Background: an optimization exercise with open tools, aiming at small area. Do not read the settings as production practice. In this exercise RTL edits were held to simulation tests only and were not proved equivalent to the original. The clock port is modelled as an ideal driver; clocking choices that lean on that would not hold on a real chip. Power is estimated from default activity; no workload was simulated.

Setup of rev 12:
==> module sevseg, before the edit <==
module sevseg (
    input clk,
    input reset,
    input [3:0] digit,             
    output [1:0] digit_sel,        
    output [3:0] IO_SSEG_SEL,      
    output [6:0] IO_SSEG           
    );
    localparam [3:0] BLANK = 4'd12;    
    localparam [3:0] ALL_ON = 4'd15;   
    reg [1:0] nd;       
    reg half;           
    reg [3:0] hold;     
    reg [3:0] st0, st2;
    reg [2:0] st1;
    reg [1:0] st3;
    reg [3:0] code;     
    assign digit_sel = nd;
    wire [1:0] prev = nd - 2'd1;
    wire blank = code[3] & code[2] & ~code[1];    
    assign IO_SSEG_SEL = blank ? 4'b1111 : ~(4'b0001 << prev);
    reg [3:0] stored;
    always @(*) begin
        case (nd)
            2'd0: stored = st0;
            2'd1: stored = (st1 == 3'b111) ? ALL_ON : {1'b0, st1};
            2'd2: stored = st2;
            default: stored = (st3 == 2'b11) ? ALL_ON : {2'b00, st3};
        endcase
    end
    always @(posedge clk) begin
        if (reset) begin
            nd <= 0;
            half <= 0;
            hold <= ALL_ON;
            st0 <= 4'd0;
            st1 <= 3'b111;
            st2 <= ALL_ON;
            st3 <= 2'b11;
            code <= BLANK;
        end else begin
            half <= ~half;
            if (!half) nd <= nd + 2'd1;
            code <= hold;
            hold <= stored;
            case (nd)
                2'd0: st0 <= digit;
                2'd1: st1 <= digit[2:0];
                2'd2: st2 <= digit;
                default: st3 <= digit[1:0];
            endcase
        end
    end
    assign IO_SSEG[0] = (~code[3] & ~code[2] & ~code[1] & code[0]) | (code[2] & ~code[1] & ~code[0]);
    assign IO_SSEG[1] = (code[3] & code[2] & ~code[1]) | (code[2] & ~code[1] & code[0]) | (code[2] & code[1] & ~code[0]);
    assign IO_SSEG[2] = (code[3] & code[2] & ~code[1]) | (~code[2] & code[1] & ~code[0]);
    assign IO_SSEG[3] = (~code[3] & code[2] & code[1] & code[0]) | (~code[2] & ~code[1] & code[0]) | (code[2] & ~code[1] & ~code[0]);
    assign IO_SSEG[4] = (~code[3] & code[0]) | (~code[2] & code[0]) | (code[2] & ~code[1]);
    assign IO_SSEG[5] = (~code[3] & ~code[2] & code[0]) | (~code[3] & code[1] & code[0]) | (code[3] & code[2] & ~code[1]) | (~code[2] & code[1]);
    assign IO_SSEG[6] = (~code[3] & ~code[2] & ~code[1]) | (~code[3] & code[2] & code[1] & code[0]) | (code[3] & code[2] & ~code[1]);
endmodule
clock: 10.0 ns
lec_check: 0
abc_area: 1
cap_margin: 20
core_margin: 2
core_utilization: 65
slew_margin: 20
standard.sh (not shown) runs the stock make flow with config.mk's settings and CLKGATE_MAP_FILE= SYNTH_SCRIPT=/design/flow/synth_recipe.tcl, a recipe that flattens the netlist after the stock synthesis.
==> flow/flow/run.sh <==
#!/bin/bash
# Layout flow: the standard flow (standard.sh / ORFS) with
#  - synthesis: the standard flow's synthesis script with an area-oriented ABC mapping
#    script (flow/abc_map.script) and no adder-cell mapping;
#  - port buffers of the smallest buffer cell;
#  - clock buffering by flow/pre_cts.tcl (a root clock buffer driving four
#    clock buffers, each driving a quarter of the flip-flops) instead of
#    TritonCTS's tree.
# Each tool's output goes to its own log in this folder.
set -euo pipefail
HERE=$(pwd)
export FLOW_ABC_SCRIPT=$HERE/flow/abc_map.script
MK=(make -C "$FLOW_HOME" DESIGN_CONFIG="$FLOW_CONFIG" WORK_HOME="$HERE/orfs" CLKGATE_MAP_FILE=
    SYNTH_SCRIPT="$HERE/flow/synth.tcl" ADDER_MAP_FILE=
    "BUFFER_PORTS_ARGS=-buffer_cell sky130_fd_sc_hd__buf_1"
    "CTS_ARGS=-clk_nets clk -sink_clustering_enable -dont_use_dummy_load -buf_list sky130_fd_sc_hd__clkbuf_8"
    PRE_CTS_TCL="$HERE/flow/pre_cts.tcl")
export FLOW_CLOCK_BUFFER=sky130_fd_sc_hd__clkbuf_8
export FLOW_CLOCK_ROOT_BUFFER=sky130_fd_sc_hd__clkbuf_2
"${MK[@]}" synth > "$HERE/log_synth.log" 2>&1
"${MK[@]}" finish > "$HERE/log_finish.log" 2>&1
R=$HERE/orfs/results/$FLOW_PLATFORM/Digital_Clock/base
: # left out here: write the final layout as DEF
Other scripts of this flow, unchanged in this note and not shown: flow/flow/abc_map.script, flow/flow/pre_cts.tcl, flow/flow/synth.tcl
> inputs changed (rev 12 -> rev 13)
--- a/flow/design.v
+++ b/flow/design.v
@@ -6,5 +6,5 @@
     output [1:0] digit_sel,        
     output [3:0] IO_SSEG_SEL,      
-    output [6:0] IO_SSEG           
+    output [6:0] IO_SSEG       
     );
     localparam [3:0] BLANK = 4'd12;    
@@ -18,10 +18,11 @@
     reg [3:0] code;     
     assign digit_sel = nd;
+    wire [1:0] cur = nd;
     wire [1:0] prev = nd - 2'd1;
-    wire blank = code[3] & code[2] & ~code[1];    
+    wire blank = (code == BLANK);
     assign IO_SSEG_SEL = blank ? 4'b1111 : ~(4'b0001 << prev);
     reg [3:0] stored;
     always @(*) begin
-        case (nd)
+        case (cur)
             2'd0: stored = st0;
             2'd1: stored = (st1 == 3'b111) ? ALL_ON : {1'b0, st1};
@@ -34,8 +35,8 @@
             nd <= 0;
             half <= 0;
-            hold <= ALL_ON;
-            st0 <= 4'd0;
+            hold <= 0;
+            st0 <= 4'd8;
             st1 <= 3'b111;
-            st2 <= ALL_ON;
+            st2 <= 4'd8;
             st3 <= 2'b11;
             code <= BLANK;
@@ -43,21 +44,25 @@
             half <= ~half;
             if (!half) nd <= nd + 2'd1;
-            code <= hold;
-            hold <= stored;
-            case (nd)
-                2'd0: st0 <= digit;
-                2'd1: st1 <= digit[2:0];
-                2'd2: st2 <= digit;
-                default: st3 <= digit[1:0];
-            endcase
+            if (half) begin
+                code <= hold;
+                hold <= digit;
+            end else begin
+                code <= stored;
+                case (cur)
+                    2'd0: st0 <= digit;
+                    2'd1: st1 <= digit[2:0];
+                    2'd2: st2 <= digit;
+                    default: st3 <= digit[1:0];
+                endcase
+            end
         end
     end
-    assign IO_SSEG[0] = (~code[3] & ~code[2] & ~code[1] & code[0]) | (code[2] & ~code[1] & ~code[0]);
-    assign IO_SSEG[1] = (code[3] & code[2] & ~code[1]) | (code[2] & ~code[1] & code[0]) | (code[2] & code[1] & ~code[0]);
-    assign IO_SSEG[2] = (code[3] & code[2] & ~code[1]) | (~code[2] & code[1] & ~code[0]);
-    assign IO_SSEG[3] = (~code[3] & code[2] & code[1] & code[0]) | (~code[2] & ~code[1] & code[0]) | (code[2] & ~code[1] & ~code[0]);
-    assign IO_SSEG[4] = (~code[3] & code[0]) | (~code[2] & code[0]) | (code[2] & ~code[1]);
-    assign IO_SSEG[5] = (~code[3] & ~code[2] & code[0]) | (~code[3] & code[1] & code[0]) | (code[3] & code[2] & ~code[1]) | (~code[2] & code[1]);
-    assign IO_SSEG[6] = (~code[3] & ~code[2] & ~code[1]) | (~code[3] & code[2] & code[1] & code[0]) | (code[3] & code[2] & ~code[1]);
+    assign IO_SSEG[0] = (code == 4'd1) | (code == 4'd4) | (code == 4'd12);
+    assign IO_SSEG[1] = (code == 4'd5) | (code == 4'd6) | (code == 4'd12);
+    assign IO_SSEG[2] = (code == 4'd2) | (code == 4'd12);
+    assign IO_SSEG[3] = (code == 4'd1) | (code == 4'd4) | (code == 4'd7) | (code == 4'd9) | (code == 4'd12);
+    assign IO_SSEG[4] = (code == 4'd1) | (code == 4'd3) | (code == 4'd4) | (code == 4'd5) | (code == 4'd7) | (code == 4'd9) | (code == 4'd12);
+    assign IO_SSEG[5] = (code == 4'd1) | (code == 4'd2) | (code == 4'd3) | (code == 4'd7) | (code == 4'd12);
+    assign IO_SSEG[6] = (code == 4'd0) | (code == 4'd1) | (code == 4'd7) | (code == 4'd12);
 endmodule
 `timescale 1ns / 1ps
==> summary.txt <==
Compared with rev 12, in rev 13 sequential power shows no meaningful change, net switching share of the total power shows an increase of 2.7 points. For the overall power, rev 13 came in 0.027 mW higher than rev 12 did. The via count reported for rev 13 is higher than the one for rev 12. In the tables for rev 12 and rev 13, final design area excluding fillers reads higher with rev 13.

## separate check: timing with driven ports
The results above use ideal ports. As a check the final layouts listed here were re-extracted and re-timed, cells and wires unchanged.
Step 1 (the two cells are an assumption about what drives the block):
set clk [get_ports {clk}]
set_driving_cell -lib_cell sky130_fd_sc_hd__clkbuf_16 $clk
set_driving_cell -lib_cell sky130_fd_sc_hd__buf_2 [delete_from_list [all_inputs] $clk]
Step 2 times the ports against the registers' clock, not the clock port: input delays grow and output delays shrink by t, the midpoint of the rising clock arrivals with the driver on.
a / b / c = ideal / step 1 / step 2; a / b = the first two.
run	t (ns)	setup slack, ns	worst data-port slew with drivers (ns)
rev 12	0.437	6.010 / 5.985 / 5.926	0.03
rev 13	0.449	5.972 / 5.949 / 6.026	0.03
After both steps setup and hold are still met in every run listed. The setup slack of rev 12, which loses most, moves by -0.025 ns with the drivers and by -0.084 ns with both steps.
